Source: an optimization exercise on an open RTL-to-GDS flow (aim: small area). Production flows keep margins and buffers that such runs may drop. Function was checked by simulation only, so behaviour that the tests miss may differ from the original. Power is estimated from default activity; no workload was simulated.

==> flow/design.v <==
module ddk_core(
        input   wire  SysClk,
        input   wire  SysRst,
        output  reg   RX1,
        input   wire  DataClk,
        input   wire  DataWe,
        input   wire  [15:0]  DATA,
        input   wire  [5:0]    CH3_IN,
        output  wire  [5:0]    CH3_OUT,
        output  wire  [5:0]    CH3_OE,
        input   wire  [5:0]    CH4_IN,
        output  wire  [5:0]    CH4_OUT,
        output  wire  [5:0]    CH4_OE,
        input   wire  [5:0]    CH5_IN,
        output  wire  [5:0]    CH5_OUT,
        output  wire  [5:0]    CH5_OE,
        input   wire  [5:0]    CH6_IN,
        output  wire  [5:0]    CH6_OUT,
        output  wire  [5:0]    CH6_OE,
        input   wire  [5:0]    CH7_IN,
        output  wire  [5:0]    CH7_OUT,
        output  wire  [5:0]    CH7_OE,
        input   wire  [5:0]    CH8_IN);
reg dirty, clean, stb;
always @(posedge SysClk) begin
  dirty <= DataClk;
  clean <= dirty;
  stb   <= clean ^ dirty;
end
wire [7:0] adr  = DATA[15:8];
wire [7:0] wdat = DATA[7:0];
wire [3:0] hi   = adr[7:4];
wire [3:0] lo   = adr[3:0];
wire       wr   = stb & DataWe;
reg rd1, valid;
always @(posedge SysClk) begin
  if (SysRst) begin
    rd1   <= 1'b0;
    valid <= 1'b0;
  end else begin
    rd1   <= stb & ~DataWe;
    valid <= rd1;
  end
end
reg       cg_en;
reg       div_clk;
reg [7:0] div;
reg [7:0] periods;
wire      clka = div_clk & cg_en;
always @(posedge SysClk) begin
  if (SysRst) begin
    div     <= 8'd0;
    cg_en   <= 1'b0;
    div_clk <= 1'b0;
    periods <= 8'd0;
  end else begin
    periods <= periods + 1'b1;
    if (periods == div) begin
      periods <= 8'd0;
      div_clk <= ~div_clk;
    end
    if (wr && hi == 4'h8 && lo == 4'h0)
      cg_en <= wdat[0];
    if (wr && hi == 4'h8 && lo == 4'h1) begin
      div     <= wdat;
      periods <= 8'd0;
    end
  end
end
reg  [29:0]  ch_data;
reg  [29:0]  ch_oe;
reg  [149:0] conf;
wire [29:0]  ch_in  = {CH7_IN, CH6_IN, CH5_IN, CH4_IN, CH3_IN};
wire [29:0]  ch_out;
genvar p, q;
generate
  for (p = 0; p < 5; p = p + 1) begin : g_port
    wire sel = wr && hi == (p + 2);
    always @(posedge SysClk) begin
      if (SysRst) begin
        ch_data[p*6 +: 6]  <= 6'd0;
        ch_oe[p*6 +: 6]    <= 6'd0;
        conf[p*30 +: 30]   <= 30'd0;
      end else if (sel) begin
        if (lo == 4'h0) ch_data[p*6 +: 6] <= wdat[5:0];
        if (lo == 4'h1) ch_oe[p*6 +: 6]   <= wdat[5:0];
        if (lo == 4'h2) conf[p*30 +  0 +: 5] <= wdat[4:0];
        if (lo == 4'h3) conf[p*30 +  5 +: 5] <= wdat[4:0];
        if (lo == 4'h4) conf[p*30 + 10 +: 5] <= wdat[4:0];
        if (lo == 4'h5) conf[p*30 + 15 +: 5] <= wdat[4:0];
        if (lo == 4'h6) conf[p*30 + 20 +: 5] <= wdat[4:0];
        if (lo == 4'h7) conf[p*30 + 25 +: 5] <= wdat[4:0];
      end
    end
    for (q = 0; q < 6; q = q + 1) begin : g_pin
      wire [4:0] c = conf[p*30 + q*5 +: 5];
      assign ch_out[p*6 + q] = (c[4:1] != 4'd0) ? 1'b0 :
                               c[0] ? clka : ch_data[p*6 + q];
    end
  end
endgenerate
assign {CH7_OUT, CH6_OUT, CH5_OUT, CH4_OUT, CH3_OUT} = ch_out;
assign {CH7_OE,  CH6_OE,  CH5_OE,  CH4_OE,  CH3_OE}  = ch_oe;
reg  [1:3] rs_start, rs_stop;
reg        start, stop;
reg        force_rst;
reg        cnt_state;
reg [31:0] count;
wire       cnt_rst = SysRst | force_rst;
always @(posedge SysClk) begin
  start    <= rs_start[3] & ~rs_start[2];
  stop     <= rs_stop[3]  & ~rs_stop[2];
  rs_start <= {CH8_IN[0], rs_start[1:2]};
  rs_stop  <= {CH8_IN[1], rs_stop[1:2]};
end
always @(posedge SysClk) begin
  if (SysRst)
    force_rst <= 1'b0;
  else if (wr && hi == 4'h7 && lo == 4'h0)
    force_rst <= wdat[0];
end
always @(posedge SysClk) begin
  if (cnt_rst) begin
    cnt_state <= 1'b0;
    count     <= 32'd0;
  end else if (!cnt_state) begin
    if (start) begin
      count     <= 32'd0;
      cnt_state <= 1'b1;
    end
  end else begin
    count <= count + 1'b1;
    if (stop)
      cnt_state <= 1'b0;
  end
end
reg [7:0] rdat;
integer k;
always @(*) begin
  rdat = 8'd0;
  for (k = 0; k < 5; k = k + 1) begin
    if (hi == k + 2 && !lo[3]) begin
      case (lo[2:0])
        3'd0: rdat[5:0] = ch_in[k*6 +: 6];
        3'd1: rdat[5:0] = ch_oe[k*6 +: 6];
        3'd2: rdat[4:0] = conf[k*30 +  0 +: 5];
        3'd3: rdat[4:0] = conf[k*30 +  5 +: 5];
        3'd4: rdat[4:0] = conf[k*30 + 10 +: 5];
        3'd5: rdat[4:0] = conf[k*30 + 15 +: 5];
        3'd6: rdat[4:0] = conf[k*30 + 20 +: 5];
        default: rdat[4:0] = conf[k*30 + 25 +: 5];
      endcase
    end
  end
  if (hi == 4'h7) begin
    case (lo)
      4'h0: rdat[0] = cnt_rst;
      4'h1: rdat = count[7:0];
      4'h2: rdat = count[15:8];
      4'h3: rdat = count[23:16];
      4'h4: rdat = count[31:24];
      default: rdat = 8'd0;
    endcase
  end
  if (hi == 4'h8) begin
    if (lo == 4'h0) rdat[0] = cg_en;
    if (lo == 4'h1) rdat = div;
  end
end
function [11:0] enc;
  input [7:0] a;
  input [7:0] d;
  reg [3:0] h, l;
  begin
    h = a[7:4];
    l = a[3:0];
    if (h >= 4'h2 && h <= 4'h6 && !l[3]) begin
      if (l[2:1] == 2'b00)
        enc = {2'b10, h[2:0], l[0], d[5:0]};
      else if (h == 4'h6)
        enc = {2'b11, l[2:1], 2'b00, l[0], d[4:0]};
      else
        enc = {2'b11, h[2], h[0], l[2:0], d[4:0]};
    end else if (h == 4'h7 && l <= 4'h4)
      enc = {1'b0, l[2:0], d};
    else if (h == 4'h8 && l[3:1] == 3'b000)
      enc = {1'b0, 2'b11, l[0], d};
    else
      enc = {1'b0, 3'b101, a};
  end
endfunction
function [16:0] dec;    
  input [11:0] e;
  reg [4:0] c;
  begin
    c = e[9:5];
    if (e[11:10] == 2'b11) begin
      if (c[2:1] == 2'b00)
        dec = {1'b1, 4'h6, 1'b0, c[4:3], c[0], 3'b000, e[4:0]};
      else
        dec = {1'b1, 1'b0, c[4], ~c[4], c[3], 1'b0, c[2:0], 3'b000, e[4:0]};
    end else if (e[11:10] == 2'b10)
      dec = {1'b1, 1'b0, e[9:7], 3'b000, e[6], 2'b00, e[5:0]};
    else if (e[10:8] == 3'b101)
      dec = {1'b0, e[7:0], 8'd0};
    else if (e[10:9] == 2'b11)
      dec = {1'b1, 4'h8, 3'b000, e[8], e[7:0]};
    else
      dec = {1'b1, 4'h7, 1'b0, e[10:8], e[7:0]};
  end
endfunction
reg [11:0] mem [0:31];
reg [5:0]  wptr, rptr;
reg [11:0] qe;
reg [1:0]  rf_state;
wire empty = (wptr == rptr);
wire full  = (wptr[4:0] == rptr[4:0]) && (wptr[5] != rptr[5]);
wire fifo_re = (rf_state == 2'd0) && !empty;
wire fifo_we = valid && !full;
reg [11:0] rd_e;
always @(posedge SysClk)
  if (stb)
    rd_e <= enc(adr, rdat);
always @(posedge SysClk)
  if (fifo_we)
    mem[wptr[4:0]] <= rd_e;
always @(posedge SysClk) begin
  if (SysRst) begin
    wptr <= 6'd0;
    rptr <= 6'd0;
  end else begin
    if (fifo_we)
      wptr <= wptr + 1'b1;
    if (fifo_re) begin
      rptr <= rptr + 1'b1;
      qe   <= mem[rptr[4:0]];
    end
  end
end
wire [16:0] qd = dec(qe);
reg  tx_en;
wire tx_rdy;
always @(posedge SysClk) begin
  if (SysRst) begin
    rf_state <= 2'd0;
    tx_en    <= 1'b0;
  end else begin
    tx_en <= 1'b0;
    case (rf_state)
      2'd0: if (fifo_re) rf_state <= 2'd1;
      default:
        if (!tx_en && tx_rdy) begin
          tx_en    <= 1'b1;
          rf_state <= rf_state + 1'b1;
        end
    endcase
  end
end
wire [7:0] tx_byte = (rf_state == 2'd2) ? {7'd0, qd[16]} :
                     (rf_state == 2'd3) ? qd[15:8] : qd[7:0];
reg [7:0] tx_sh;
reg [1:0] u_state;
reg [2:0] bit_cnt;
reg [8:0] etu_cnt;
wire      etu_full = (etu_cnt == 9'd434);
assign    tx_rdy = (u_state == 2'd0);
always @(posedge SysClk) begin
  if (SysRst) begin
    u_state <= 2'd0;
    RX1     <= 1'b1;
  end else begin
    etu_cnt <= etu_cnt + 1'b1;
    case (u_state)
      2'd0:
        if (tx_en) begin
          RX1     <= 1'b0;
          tx_sh   <= tx_byte;
          u_state <= 2'd1;
          etu_cnt <= 9'd0;
          bit_cnt <= 3'd0;
        end
      2'd1:
        if (etu_full) begin
          etu_cnt <= 9'd0;
          bit_cnt <= bit_cnt + 1'b1;
          RX1     <= tx_sh[0];
          tx_sh   <= {tx_sh[0], tx_sh[7:1]};
          if (bit_cnt == 3'd7)
            u_state <= 2'd2;
        end
      2'd2:
        if (etu_full) begin
          etu_cnt <= 9'd0;
          RX1     <= 1'b1;
          u_state <= 2'd3;
        end
      default:
        if (etu_full) begin
          etu_cnt <= 9'd0;
          u_state <= 2'd0;
        end
    endcase
  end
end
endmodule
make LEC_CHECK=0 CAP_MARGIN=20 CORE_MARGIN=2 CORE_UTILIZATION=40 PLACE_DENSITY=0.6 SLEW_MARGIN=20 finish   # period 6.0 ns
run.sh (not shown) runs the stock make flow with config.mk's settings and CLKGATE_MAP_FILE= SYNTH_SCRIPT=/design/flow/synth_recipe.tcl, a recipe that flattens the netlist after the stock synthesis.
Next try:
--- a/flow/design.v
+++ b/flow/design.v
@@ -206,37 +206,68 @@
     else if (e[10:9] == 2'b11)
       dec = {1'b1, 4'h8, 3'b000, e[8], e[7:0]};
     else
       dec = {1'b1, 4'h7, 1'b0, e[10:8], e[7:0]};
   end
 endfunction
-reg [11:0] mem [0:31];
 reg [5:0]  wptr, rptr;
 reg [11:0] qe;
 reg [1:0]  rf_state;
+reg [1:0]  rot;
+reg        pw, pr;
 wire empty = (wptr == rptr);
 wire full  = (wptr[4:0] == rptr[4:0]) && (wptr[5] != rptr[5]);
 wire fifo_re = (rf_state == 2'd0) && !empty;
 wire fifo_we = valid && !full;
+wire [4:0] ws = wptr[4:0] - 1'b1;    
+wire [4:0] rs = rptr[4:0] - 1'b1;    
+wire ins    = pw && (rot + ws[4:3] == 2'd3);
+wire ld     = pr && (rot + rs[4:3] == 2'd3);
+wire bypass = pw && (ws == rptr[4:0]);
 reg [11:0] rd_e;
 always @(posedge SysClk)
   if (stb)
     rd_e <= enc(adr, rdat);
+reg [95:0] r0, r1, r2, r3;
+genvar b;
+generate
+  for (b = 0; b < 8; b = b + 1) begin : g_bank
+    always @(posedge SysClk) begin
+      r0[b*12 +: 12] <= (ins && ws[2:0] == b) ? rd_e : r3[b*12 +: 12];
+      r1[b*12 +: 12] <= r0[b*12 +: 12];
+      r2[b*12 +: 12] <= r1[b*12 +: 12];
+      r3[b*12 +: 12] <= r2[b*12 +: 12];
+    end
+  end
+endgenerate
+wire [11:0] tap = r3[rs[2:0]*12 +: 12];
 always @(posedge SysClk)
-  if (fifo_we)
-    mem[wptr[4:0]] <= rd_e;
+  rot <= rot + 1'b1;
 always @(posedge SysClk) begin
   if (SysRst) begin
     wptr <= 6'd0;
     rptr <= 6'd0;
+    pw   <= 1'b0;
+    pr   <= 1'b0;
   end else begin
-    if (fifo_we)
+    if (ins)
+      pw <= 1'b0;
+    if (fifo_we) begin
       wptr <= wptr + 1'b1;
+      pw   <= 1'b1;
+    end
+    if (ld) begin
+      pr <= 1'b0;
+      qe <= tap;
+    end
     if (fifo_re) begin
       rptr <= rptr + 1'b1;
-      qe   <= mem[rptr[4:0]];
+      if (bypass)
+        qe <= rd_e;
+      else
+        pr <= 1'b1;
     end
   end
 end
 wire [16:0] qd = dec(qe);
 reg  tx_en;
 wire tx_rdy;
@@ -253,13 +284,13 @@
           tx_en    <= 1'b1;
           rf_state <= rf_state + 1'b1;
         end
     endcase
   end
 end
-wire [7:0] tx_byte = (rf_state == 2'd2) ? {7'd0, qd[16]} :
+wire [7:0] tx_byte = (rf_state == 2'd2) ? 8'd0 :
                      (rf_state == 2'd3) ? qd[15:8] : qd[7:0];
 reg [7:0] tx_sh;
 reg [1:0] u_state;
 reg [2:0] bit_cnt;
 reg [8:0] etu_cnt;
 wire      etu_full = (etu_cnt == 9'd434);
@@ -280,13 +311,13 @@
           bit_cnt <= 3'd0;
         end
       2'd1:
         if (etu_full) begin
           etu_cnt <= 9'd0;
           bit_cnt <= bit_cnt + 1'b1;
-          RX1     <= tx_sh[0];
+          RX1     <= (rf_state == 2'd2 && bit_cnt == 3'd0) ? qd[16] : tx_sh[0];
           tx_sh   <= {tx_sh[0], tx_sh[7:1]};
           if (bit_cnt == 3'd7)
             u_state <= 2'd2;
         end
       2'd2:
         if (etu_full) begin
Final area decreases by about a fifth.
Non-clock buffer count decreases by 18.
Count of clock-buffer cells in the layout decreases by 7.
Wire length decreases by roughly a tenth.
Worst setup slack is better by 0.70 ns.
Power decreases by roughly a tenth.
Final cell count decreases by a few percent.

port drivers added, routing unchanged:
No port has a modelled driver above. Below, the same layouts with a new extraction and two added sets of constraints. Step 1 (the two cells are an assumption about what drives the block):
set clk [get_ports {SysClk}]
set_driving_cell -lib_cell sky130_fd_sc_hd__clkbuf_16 $clk
set_driving_cell -lib_cell sky130_fd_sc_hd__buf_2 [delete_from_list [all_inputs] $clk]
Step 2 moves the port delays by t, midway between the first and last clock arrival at a register: inputs arrive t later, outputs are due t later. That takes back most of the time a late clock gives input paths. Three values: ideal, step 1, step 2; two values: the first two.
| run | t, ns | setup slack, ns | slew at the worst register clock pin (ns) | pins driven straight from the clock port |
|---|---|---|---|---|
| the first run | 0.688 | 1.560 / 1.491 / 1.367 | 0.06 / 0.06 | 1 |
| the second run | 0.688 | 2.256 / 2.191 / 1.659 | 0.07 / 0.07 | 1 |
After both steps every run listed still meets setup and hold. The setup slack of the second run, which loses most, moves by -0.065 ns with the drivers and by -0.597 ns with both steps.
